Context: an optimization exercise on an open-source flow, tuned for small area. The choices shown serve that exercise and are no tape-out recipe. At most, simulation tests tie the RTL to the original design; equivalence was not proved. The flow treats the clock pin as an ideal source, which a real chip does not have. Power is estimated from default activity; no workload was simulated.

// dx_spi_core
module dx_spi_core
#(
	parameter DATA_WIDTH = 32,
	parameter DATA_COUNT_WIDTH = 8,
	parameter SCLK_COUNT_WIDTH = 16
)
(
	input wire clk,
	input wire rst,
	input wire [DATA_COUNT_WIDTH-1:0] spi_width_i,
	input wire cpol_i,
	input wire cpha_i,
	input wire [SCLK_COUNT_WIDTH-1:0] sclk_div_i,
	input wire mosi_stb,
	input wire [DATA_WIDTH-1:0] mosi_data_i,
	output wire miso_stb,
	output wire [DATA_WIDTH-1:0] miso_data_o,
	output wire ready_o,
	output reg [2:0] state_o,
	output wire [DATA_COUNT_WIDTH-1:0] data_count_o,
	output reg wr_edge,
	output reg rd_edge,
	output reg sclk,
	output reg mosi,
	input wire miso,
	output wire csn
);
==> module dx_spi_core, before the edit <==
module dx_spi_core
#(
	parameter DATA_WIDTH = 32,
	parameter DATA_COUNT_WIDTH = 8,
	parameter SCLK_COUNT_WIDTH = 16
)
(
	input wire clk,
	input wire rst,
	input wire [DATA_COUNT_WIDTH-1:0] spi_width_i,
	input wire cpol_i,
	input wire cpha_i,
	input wire [SCLK_COUNT_WIDTH-1:0] sclk_div_i,
	input wire mosi_stb,
	input wire [DATA_WIDTH-1:0] mosi_data_i,
	output wire miso_stb,
	output wire [DATA_WIDTH-1:0] miso_data_o,
	output wire ready_o,
	output reg [2:0] state_o,
	output wire [DATA_COUNT_WIDTH-1:0] data_count_o,
	output reg wr_edge,
	output reg rd_edge,
	output reg sclk,
	output reg mosi,
	input wire miso,
	output wire csn
);
localparam ST_IDLE   = 3'd0;
localparam ST_CONFIG = 3'd1;
localparam ST_PRE    = 3'd2;
localparam ST_EDGE_A = 3'd3;
localparam ST_EDGE_B = 3'd4;
localparam ST_POST   = 3'd5;
reg [2:0] state;
reg [4:0] spi_width;      
reg cpol;
reg cpha;
reg [15:0] sclk_div;
reg [15:0] sclk_count;
reg [5:0] data_count;
reg [31:0] sr;
wire st_idle = (state == ST_IDLE);
wire st_cfg  = (state == ST_CONFIG);
wire st_pre  = (state == ST_PRE);
wire st_a    = (state == ST_EDGE_A);
wire st_b    = (state == ST_EDGE_B);
wire st_post = (state == ST_POST);
wire accept  = st_idle & mosi_stb;
reg cnt_begin;            
wire cnt_done  = (sclk_count == sclk_div);
wire wr_ev = cnt_begin & (cpha ? st_a : (st_pre | st_b));
wire rd_ev = cnt_begin & (cpha ? (st_b | st_post) : st_a);
wire end_ev = cnt_begin & st_post & ~cpha;
wire [4:0] w_in = spi_width_i[4:0];
wire [31:0] keep;
genvar gi;
generate
	for (gi = 0; gi < 32; gi = gi + 1) begin : g_keep
		if (gi == 31)
			assign keep[gi] = ~rst;
		else
			assign keep[gi] = ~rst & ((w_in == 5'd0) | ({1'b0, w_in} >= 6'd32 - gi));
	end
endgenerate
always @(posedge clk) begin
	if (st_idle | cnt_done)
		sclk_count <= 16'd0;
	else
		sclk_count <= sclk_count + 1'b1;
	cnt_begin <= st_idle | cnt_done;
end
always @(posedge clk) begin
	if (rst) begin
		state <= ST_IDLE;
	end else begin
		case (state)
		ST_IDLE:   if (mosi_stb) state <= ST_CONFIG;
		ST_CONFIG: if (cnt_done) state <= ST_PRE;
		ST_PRE:    if (cnt_done) state <= ST_EDGE_A;
		ST_EDGE_A: if (cnt_done) state <= (data_count[4:0] == spi_width) ? ST_POST : ST_EDGE_B;
		ST_EDGE_B: if (cnt_done) state <= ST_EDGE_A;
		ST_POST:   if (cnt_done) state <= ST_IDLE;
		default:   state <= ST_IDLE;
		endcase
	end
end
always @(posedge clk) begin
	if (rst)
		cpol <= 1'b0;
	else if (accept)
		cpol <= cpol_i;
end
always @(posedge clk) begin
	if (accept) begin
		spi_width <= spi_width_i[4:0];
		cpha      <= cpha_i;
		sclk_div  <= sclk_div_i;
	end
end
wire sr_load  = rst | accept;
wire sr_shift = ~sr_load & rd_ev;
wire sr_hold  = ~sr_load & ~rd_ev;
always @(posedge clk) begin
	sr <= (mosi_data_i & keep & {32{accept}})
	    | ({sr[30:0], miso} & {32{sr_shift}})
	    | (sr & {32{sr_hold}});
end
always @(posedge clk) begin
	sclk <= cpol ^ st_a;
end
always @(posedge clk) begin
	if (st_idle | end_ev)
		mosi <= 1'b0;
	else if (wr_ev)
		mosi <= sr[31];
end
always @(posedge clk) begin
	if (st_idle | end_ev)
		data_count <= 6'd0;
	else if (wr_ev)
		data_count <= data_count + 1'b1;
end
always @(posedge clk) begin
	if (st_idle) begin
		wr_edge <= 1'b0;
		rd_edge <= 1'b0;
	end else if (wr_ev) begin
		wr_edge <= 1'b1;
		rd_edge <= 1'b0;
	end else if (rd_ev) begin
		wr_edge <= 1'b0;
		rd_edge <= 1'b1;
	end else if (end_ev) begin
		rd_edge <= 1'b0;
	end
end
always @(posedge clk) begin
	state_o <= state;
end
assign miso_stb = st_idle & (state_o == ST_POST);
assign ready_o = st_idle & ~miso_stb;
assign csn = ready_o | st_cfg | (st_pre & cnt_begin);
assign miso_data_o = sr;
assign data_count_o = {2'b00, data_count};
endmodule
==> flow/config.mk <==
export PLATFORM = sky130hd
export DESIGN_NAME = dx_spi_core
export DESIGN_NICKNAME = dx_spi_core
export VERILOG_FILES = /design/flow/design.v
export SDC_FILE = /design/flow/constraint.sdc
export NUM_CORES = 4
export LEC_CHECK = 0
export CAP_MARGIN = 20
export CORE_MARGIN = 2
export CORE_UTILIZATION = 40
export SLEW_MARGIN = 20
==> flow/constraint.sdc <==
create_clock -name core_clock -period 5.0 [get_ports {clk}]
set_input_delay 1.0000 -clock core_clock [delete_from_list [all_inputs] [get_ports {clk}]]
set_output_delay 1.0000 -clock core_clock [all_outputs]
set_load 0.01 [all_outputs]
standard.sh (not shown) runs the stock make flow with config.mk's settings and CLKGATE_MAP_FILE= SYNTH_SCRIPT=/design/flow/synth_recipe.tcl, a recipe that flattens the netlist after the stock synthesis.
==> flow/flow/run.sh <==
#!/bin/bash
# The standard layout (standard.sh) with these changes:
#  - synthesis maps the logic with an area-oriented ABC script (synth_area.tcl),
#  - the port buffers are the smallest buffer cell (buf_1),
#  - the clock tree uses clkbuf_8 and no dummy loads; after CTS, clock
#    buffers driving at most CLK_SMALL_FANOUT pins become clkbuf_4.
set -euo pipefail
here=$(pwd)
export AREA_ABC_SCRIPT="$here/flow/area.abc"
export BUFFER_PORTS_ARGS="-buffer_cell sky130_fd_sc_hd__buf_1"
export CTS_ARGS="-sink_clustering_enable -repair_clock_nets -dont_use_dummy_load -buf_list sky130_fd_sc_hd__clkbuf_8"
export POST_CTS_TCL="$here/flow/clk_resize.tcl"
export CLK_SMALL_FANOUT=10
sed "s#SYNTH_SCRIPT=[^ ]*#SYNTH_SCRIPT=$here/flow/synth_area.tcl#" standard.sh > standard_area.sh
grep -q "SYNTH_SCRIPT=$here/flow/synth_area.tcl" standard_area.sh
bash standard_area.sh > standard.log 2>&1
Other scripts of this flow, unchanged in this note and not shown: flow/flow/area.abc, flow/flow/clk_resize.tcl, flow/flow/synth_area.tcl
==> next run, changes <==
--- a/flow/design.v
+++ b/flow/design.v
@@ -16,14 +16,14 @@
 	input wire [DATA_WIDTH-1:0] mosi_data_i,
 	output wire miso_stb,
 	output wire [DATA_WIDTH-1:0] miso_data_o,
 	output wire ready_o,
 	output reg [2:0] state_o,
 	output wire [DATA_COUNT_WIDTH-1:0] data_count_o,
-	output reg wr_edge,
-	output reg rd_edge,
+	output wire wr_edge,
+	output wire rd_edge,
 	output reg sclk,
 	output reg mosi,
 	input wire miso,
 	output wire csn
 );
 localparam ST_IDLE   = 3'd0;
@@ -49,21 +49,37 @@
 wire accept  = st_idle & mosi_stb;
 reg cnt_begin;            
 wire cnt_done  = (sclk_count == sclk_div);
 wire wr_ev = cnt_begin & (cpha ? st_a : (st_pre | st_b));
 wire rd_ev = cnt_begin & (cpha ? (st_b | st_post) : st_a);
 wire end_ev = cnt_begin & st_post & ~cpha;
-wire [4:0] w_in = spi_width_i[4:0];
-wire [31:0] keep;
+wire ld_ok = accept & ~rst;
+wire [1:0] w_hi = spi_width_i[4:3];
+wire [2:0] w_lo = spi_width_i[2:0];
+wire w_32 = (spi_width_i[4:0] == 5'd0);
+wire [3:0] hi_gt, hi_eq;     
+wire [7:0] lo_ge;            
 genvar gi;
+generate
+	for (gi = 0; gi < 4; gi = gi + 1) begin : g_hi
+		assign hi_gt[gi] = ld_ok & (w_32 | (w_hi > gi));
+		assign hi_eq[gi] = ld_ok & ~w_32 & (w_hi == gi);
+	end
+	for (gi = 0; gi < 8; gi = gi + 1) begin : g_lo
+		assign lo_ge[gi] = (w_lo >= gi);
+	end
+endgenerate
+wire [31:0] sr_keep;
 generate
 	for (gi = 0; gi < 32; gi = gi + 1) begin : g_keep
 		if (gi == 31)
-			assign keep[gi] = ~rst;
+			assign sr_keep[gi] = ld_ok;
+		else if (gi == 0)
+			assign sr_keep[gi] = ld_ok & w_32;
 		else
-			assign keep[gi] = ~rst & ((w_in == 5'd0) | ({1'b0, w_in} >= 6'd32 - gi));
+			assign sr_keep[gi] = hi_gt[(32 - gi) / 8] | (hi_eq[(32 - gi) / 8] & lo_ge[(32 - gi) % 8]);
 	end
 endgenerate
 always @(posedge clk) begin
 	if (st_idle | cnt_done)
 		sclk_count <= 16'd0;
 	else
@@ -99,13 +115,13 @@
 	end
 end
 wire sr_load  = rst | accept;
 wire sr_shift = ~sr_load & rd_ev;
 wire sr_hold  = ~sr_load & ~rd_ev;
 always @(posedge clk) begin
-	sr <= (mosi_data_i & keep & {32{accept}})
+	sr <= (mosi_data_i & sr_keep)
 	    | ({sr[30:0], miso} & {32{sr_shift}})
 	    | (sr & {32{sr_hold}});
 end
 always @(posedge clk) begin
 	sclk <= cpol ^ st_a;
 end
@@ -118,26 +134,18 @@
 always @(posedge clk) begin
 	if (st_idle | end_ev)
 		data_count <= 6'd0;
 	else if (wr_ev)
 		data_count <= data_count + 1'b1;
 end
-always @(posedge clk) begin
-	if (st_idle) begin
-		wr_edge <= 1'b0;
-		rd_edge <= 1'b0;
-	end else if (wr_ev) begin
-		wr_edge <= 1'b1;
-		rd_edge <= 1'b0;
-	end else if (rd_ev) begin
-		wr_edge <= 1'b0;
-		rd_edge <= 1'b1;
-	end else if (end_ev) begin
-		rd_edge <= 1'b0;
-	end
-end
+wire st_bp = st_b | st_post;
+wire first_a = (state_o == ST_PRE);    
+assign wr_edge = cpha ? ((st_a & ~cnt_begin) | (st_bp & cnt_begin))
+                      : (((st_pre | st_b) & ~cnt_begin) | (st_a & cnt_begin));
+assign rd_edge = cpha ? ((st_a & cnt_begin & ~first_a) | (st_bp & ~cnt_begin) | miso_stb)
+                      : ((st_a & ~cnt_begin) | (st_bp & cnt_begin));
 always @(posedge clk) begin
 	state_o <= state;
 end
 assign miso_stb = st_idle & (state_o == ST_POST);
 assign ready_o = st_idle & ~miso_stb;
 assign csn = ready_o | st_cfg | (st_pre & cnt_begin);
Die area fell slightly.
Total power came out lower by a few percent.
Worst setup slack gets better by 13 ps.
Routed wire length drops by a few percent.
Utilization decreases by 0.29 points.
Synthesized area drops slightly.
First-iteration DRC count came out lower by about a fifth.
Combinational power shrinks by roughly a tenth.
Sequential power shrinks by a few percent.
Worst hold slack is better by 28 ps.
Critical path depth rose by 3.
Design area went down slightly.
Function not checked in the first run of this note: the RTL went through the layout flow alone.

separate check: timing with driven ports:
In the flow no input, the clock included, has a driving cell. The finished layouts below were timed again as built, in two steps.
Step 1 assumes that a clkbuf_16 drives the clock port and a buf_2 every other input.
Step 2 also shifts input and output timing later by t, the mid clock arrival at the registers, as if the neighbouring blocks saw the same clock.
Three values: no drivers, after step 1, after step 2; two values: the first two.
| run | t, ns | setup WS [ns] | hold slack, ns |
|---|---|---|---|
| the first run | 0.372 | 1.824 / 1.837 / 1.464 | 0.379 / 0.379 / 0.379 |
| the second run | 0.374 | 1.837 / 1.840 / 1.466 | 0.407 / 0.407 / 0.407 |
After both steps every run listed still meets setup and hold. The setup slack of the second run, which loses most, moves by +0.003 ns with the drivers and by -0.371 ns with both steps.
